From an optimization exercise on the open Yosys and OpenROAD flow, aimed at small area; shortcuts taken in it are not production practice.

## before
## tv80s
module tv80s
#(
    parameter Mode    = 0,   
    parameter T2Write = 1,   
    parameter IOWait  = 1    
)
(
    input         reset_n, 
    input         clk, 
    input         cen,       
    input         wait_n, 
    input         int_n, 
    input         nmi_n, 
    input         busrq_n, 
    output        busak_n, 
    output        m1_n, 
    output        mreq_n, 
    output        iorq_n, 
    output        rd_n, 
    output        wr_n, 
    output        rfsh_n, 
    output        halt_n, 
    output [15:0] A, 
    input  [7:0]  di,
    output [7:0]  dout
);
clock: 10.0 ns
lec_check: 0
cap_margin: 20
core_margin: 2
core_utilization: 40
slew_margin: 20
standard.sh (not shown) runs the stock make flow with config.mk's settings and CLKGATE_MAP_FILE= SYNTH_SCRIPT=/design/flow/synth_recipe.tcl, a recipe that flattens the netlist after the stock synthesis.
==> flow/flow/run.sh <==
#!/bin/bash
# ORFS flow (the standard.sh) with:
#  - an area-oriented ABC script (deepsyn + area-recovering mapping) in place
#    of ORFS's speed script; OpenROAD repairs timing as usual afterwards,
#  - CTS without dummy loads and with larger sink clusters,
#  - port buffers from the smallest buffer cell,
#  - a higher placement density.
set -euo pipefail
rm -rf scripts_local
cp -r "$FLOW_HOME/scripts" scripts_local
cp flow/abc_map.script scripts_local/abc_speed.script
bash standard.sh SCRIPTS_DIR="$PWD/scripts_local" \
  "CTS_ARGS=-sink_clustering_enable -repair_clock_nets -dont_use_dummy_load -sink_clustering_size 24 -sink_clustering_max_diameter 80" \
  "BUFFER_PORTS_ARGS=-buffer_cell sky130_fd_sc_hd__buf_1" \
  PLACE_DENSITY=0.75 \
  finish > standard.log 2>&1
==> flow/flow/abc_map.script <==
&get -n
&st
&deepsyn -J 20
&dch
&nf -R 1000
&put
topo
stime -c
For after, these inputs were changed with respect to before:
--- a/flow/design.v
+++ b/flow/design.v
@@ -1,35 +1,35 @@
 module tv80_reg ( 
-  DOBH, DOAL, DOCL, DOBL, DOCH, DOAH, 
-  AddrC, AddrA, AddrB, DIH, DIL, clk, CEN, WEH, WEL, DHswap
+  DOBH, DOAL, DOBL, DOAH, 
+  AddrC, AddrA, AddrB, SelC, DIH, DIL, clk, CEN, WEH, WEL, DHswap
   );
     input  [2:0] AddrC;
     output [7:0] DOBH;
     input  [2:0] AddrA;
     input  [2:0] AddrB;
     input  [7:0] DIH;
     output [7:0] DOAL;
-    output [7:0] DOCL;
     input  [7:0] DIL;
     output [7:0] DOBL;
-    output [7:0] DOCH;
     output [7:0] DOAH;
     input  clk, CEN, WEH, WEL;
     input  [1:0] DHswap;
+    input        SelC;    
   function [2:0] phys;
     input [2:0] a;
     input [1:0] sw;
     begin
       phys = a;
       if ((a[1:0] == 2'b01 || a[1:0] == 2'b10) && sw[a[2]])
         phys[1:0] = ~a[1:0];
     end
   endfunction
   wire [2:0] pA = phys(AddrA, DHswap);
   wire [2:0] pB = phys(AddrB, DHswap);
   wire [2:0] pC = phys(AddrC, DHswap);
+  wire [2:0] pR = SelC ? pC : pA;
   reg [7:0] RegsH [0:7];
   reg [7:0] RegsL [0:7];
   integer i;
   always @(posedge clk)
     begin
       if (CEN)
@@ -37,36 +37,31 @@
           for (i = 0; i < 8; i = i + 1) begin
             if (WEH && pA == i) RegsH[i] <= DIH;
             if (WEL && pA == i) RegsL[i] <= DIL;
           end
         end
     end
-  reg [7:0] sa, sb, sc;
-  reg [7:0] ah, al, bh, bl, ch, cl;
+  reg [7:0] sa, sb;
+  reg [7:0] ah, al, bh, bl;
   always @* begin
     for (i = 0; i < 8; i = i + 1) begin
-      sa[i] = (pA == i);
+      sa[i] = (pR == i);
       sb[i] = (pB == i);
-      sc[i] = (pC == i);
     end
-    ah = 0; al = 0; bh = 0; bl = 0; ch = 0; cl = 0;
+    ah = 0; al = 0; bh = 0; bl = 0;
     for (i = 0; i < 8; i = i + 1) begin
       ah = ah | ({8{sa[i]}} & RegsH[i]);
       al = al | ({8{sa[i]}} & RegsL[i]);
       bh = bh | ({8{sb[i]}} & RegsH[i]);
       bl = bl | ({8{sb[i]}} & RegsL[i]);
-      ch = ch | ({8{sc[i]}} & RegsH[i]);
-      cl = cl | ({8{sc[i]}} & RegsL[i]);
     end
   end
   assign DOAH = ah;
   assign DOAL = al;
   assign DOBH = bh;
   assign DOBL = bl;
-  assign DOCH = ch;
-  assign DOCL = cl;
 endmodule
 module tv80_alu ( 
   Q, F_Out, 
   Arith16, Z16, ALU_Op, IR, ISet, BusA, BusB, F_In
   );
   parameter		Mode   = 0;
@@ -2474,12 +2469,17 @@
   reg [15:0]    SP, PC;
   reg [7:0]     RegDIH;
   reg [7:0]     RegDIL;
   wire [15:0]   RegBusA;
   wire [15:0]   RegBusB;
   wire [15:0]   RegBusC;
+  wire          RegSelC;
+  assign RegBusC = RegBusA;
+  wire          BusA_steal = RegSelC &
+                             ~Set_BusA_To[3] & ~(Set_BusA_To[2] & Set_BusA_To[1]) &
+                             (Set_BusB_To[3] | (Set_BusB_To[2] & Set_BusB_To[1]));
   reg [2:0]     RegAddrA_r;
   reg [2:0]     RegAddrA;
   reg [2:0]     RegAddrB_r;
   reg [2:0]     RegAddrB;
   reg [2:0]     RegAddrC;
   reg           RegWEH;
@@ -2789,12 +2789,15 @@
                      ({8{s_nmi}} & 8'h66)          |
                      ({8{a_pc}}  & PC[7:0])        |
                      ({8{a_io}}  & DI_Reg)         |
                      ({8{a_sp}}  & SP[7:0])        |
                      ({8{a_inc}} & TmpAddr_inc[7:0]);
     end
+  assign RegSelC = (T_Res & a_c) |
+                   (LDSPHL & ~(mcycle[0] & (tstate[1] | tstate[2] | tstate[3]))) |
+                   (tstate[3] & mcycle[5]);
   always @ (posedge clk or negedge reset_n)
     begin
       if (reset_n == 1'b0 ) 
         begin
           PC <= 0;   
           A <= 0;
@@ -3168,13 +3171,13 @@
       if ((tstate[2] || (tstate[3] && mcycle[0] && IncDec_16[2] == 1'b1)) && XY_State == 2'b00)
         RegAddrA = { Alternate, IncDec_16[1:0] };
       else if ((tstate[2] || (tstate[3] && mcycle[0] && IncDec_16[2] == 1'b1)) && IncDec_16[1:0] == 2'b10)
         RegAddrA = { XY_State[1], 2'b11 };
       else
         RegAddrA = RegAddrA_r;
-      RegAddrB = RegAddrB_r;
+      RegAddrB = BusA_steal ? RegAddrA_r : RegAddrB_r;
     end  
   always @*
     begin
       RegWEH = 1'b0;
       RegWEL = 1'b0;
       if ((tstate[1] && ~Save_ALU_r && ~Auto_Wait_t1) ||
@@ -3224,14 +3227,13 @@
      .DIH                  (RegDIH),
      .DIL                  (RegDIL),
      .DOAH                 (RegBusA[15:8]),
      .DOAL                 (RegBusA[7:0]),
      .DOBH                 (RegBusB[15:8]),
      .DOBL                 (RegBusB[7:0]),
-     .DOCH                 (RegBusC[15:8]),
-     .DOCL                 (RegBusC[7:0])
+     .SelC                 (RegSelC)
      );
   always @ (posedge clk)
     begin
       if (ClkEn == 1'b1 ) 
         begin
           case (Set_BusB_To)
@@ -3271,17 +3273,17 @@
             4'b0111 :
               BusA <= ACC;
             4'b0000 , 4'b0001 , 4'b0010 , 4'b0011 , 4'b0100 , 4'b0101 :
               begin
                 if (Set_BusA_To[0] == 1'b1 )
                   begin
-                    BusA <= RegBusA[7:0];
+                    BusA <= BusA_steal ? RegBusB[7:0] : RegBusA[7:0];
                   end 
                 else 
                   begin
-                    BusA <= RegBusA[15:8];
+                    BusA <= BusA_steal ? RegBusB[15:8] : RegBusA[15:8];
                   end
               end
             4'b0110 :
               BusA <= DI_Reg;
             4'b1000 :
               BusA <= SP[7:0];
### Flow results
Of after and before, before shows the higher achievable clock frequency, with after below it. Count of placed standard cells including taps | after above before. Delay of the slowest cell on the worst path, after and before: lower on after. Worst setup path endpoint = i_tv80_core.SP[15]: after; worst setup path endpoint = i_tv80_core.i_reg.RegsH[2][7]: before. NOTE: share of the clock period used by the worst path in after exceeds that of before. The final-layout non-clock buffer area share number comes out lower for before vs after. Filler-free cell count of the finished design was lower in the run labelled before. Critical path depth, after vs before: up by more than half. Minimum clock period after layout delta (after − before): unfavourable.
Function was not checked in any run of this note: the RTL went through the layout flow alone.

==> afterwards: timing with drivers on the ports <==
Ports are ideal in the flow. The routed layouts listed here were re-timed in OpenROAD.
Step 1 sets driving cells, clkbuf_16 on the clock port and buf_2 on the other inputs (assumed; they add their load-dependent delay and slew).
Step 2 also shifts input and output timing later by t, the mid clock arrival at the registers, as if the neighbouring blocks saw the same clock.
a / b / c = no drivers / after step 1 / after step 2; a / b = the first two.
run | shift t [ns] | setup WS [ns] | hold WS [ns] | worst data-port slew with drivers (ns) | cell pins on the clock port's net
before | 0.640 | 0.706 / 0.706 / 0.706 | 0.481 / 0.481 / 0.481 | 0.04 | 1
after | 0.642 | 0.623 / 0.623 / 0.623 | 0.482 / 0.482 / 0.482 | 0.06 | 1
After both steps every run listed still meets setup and hold.
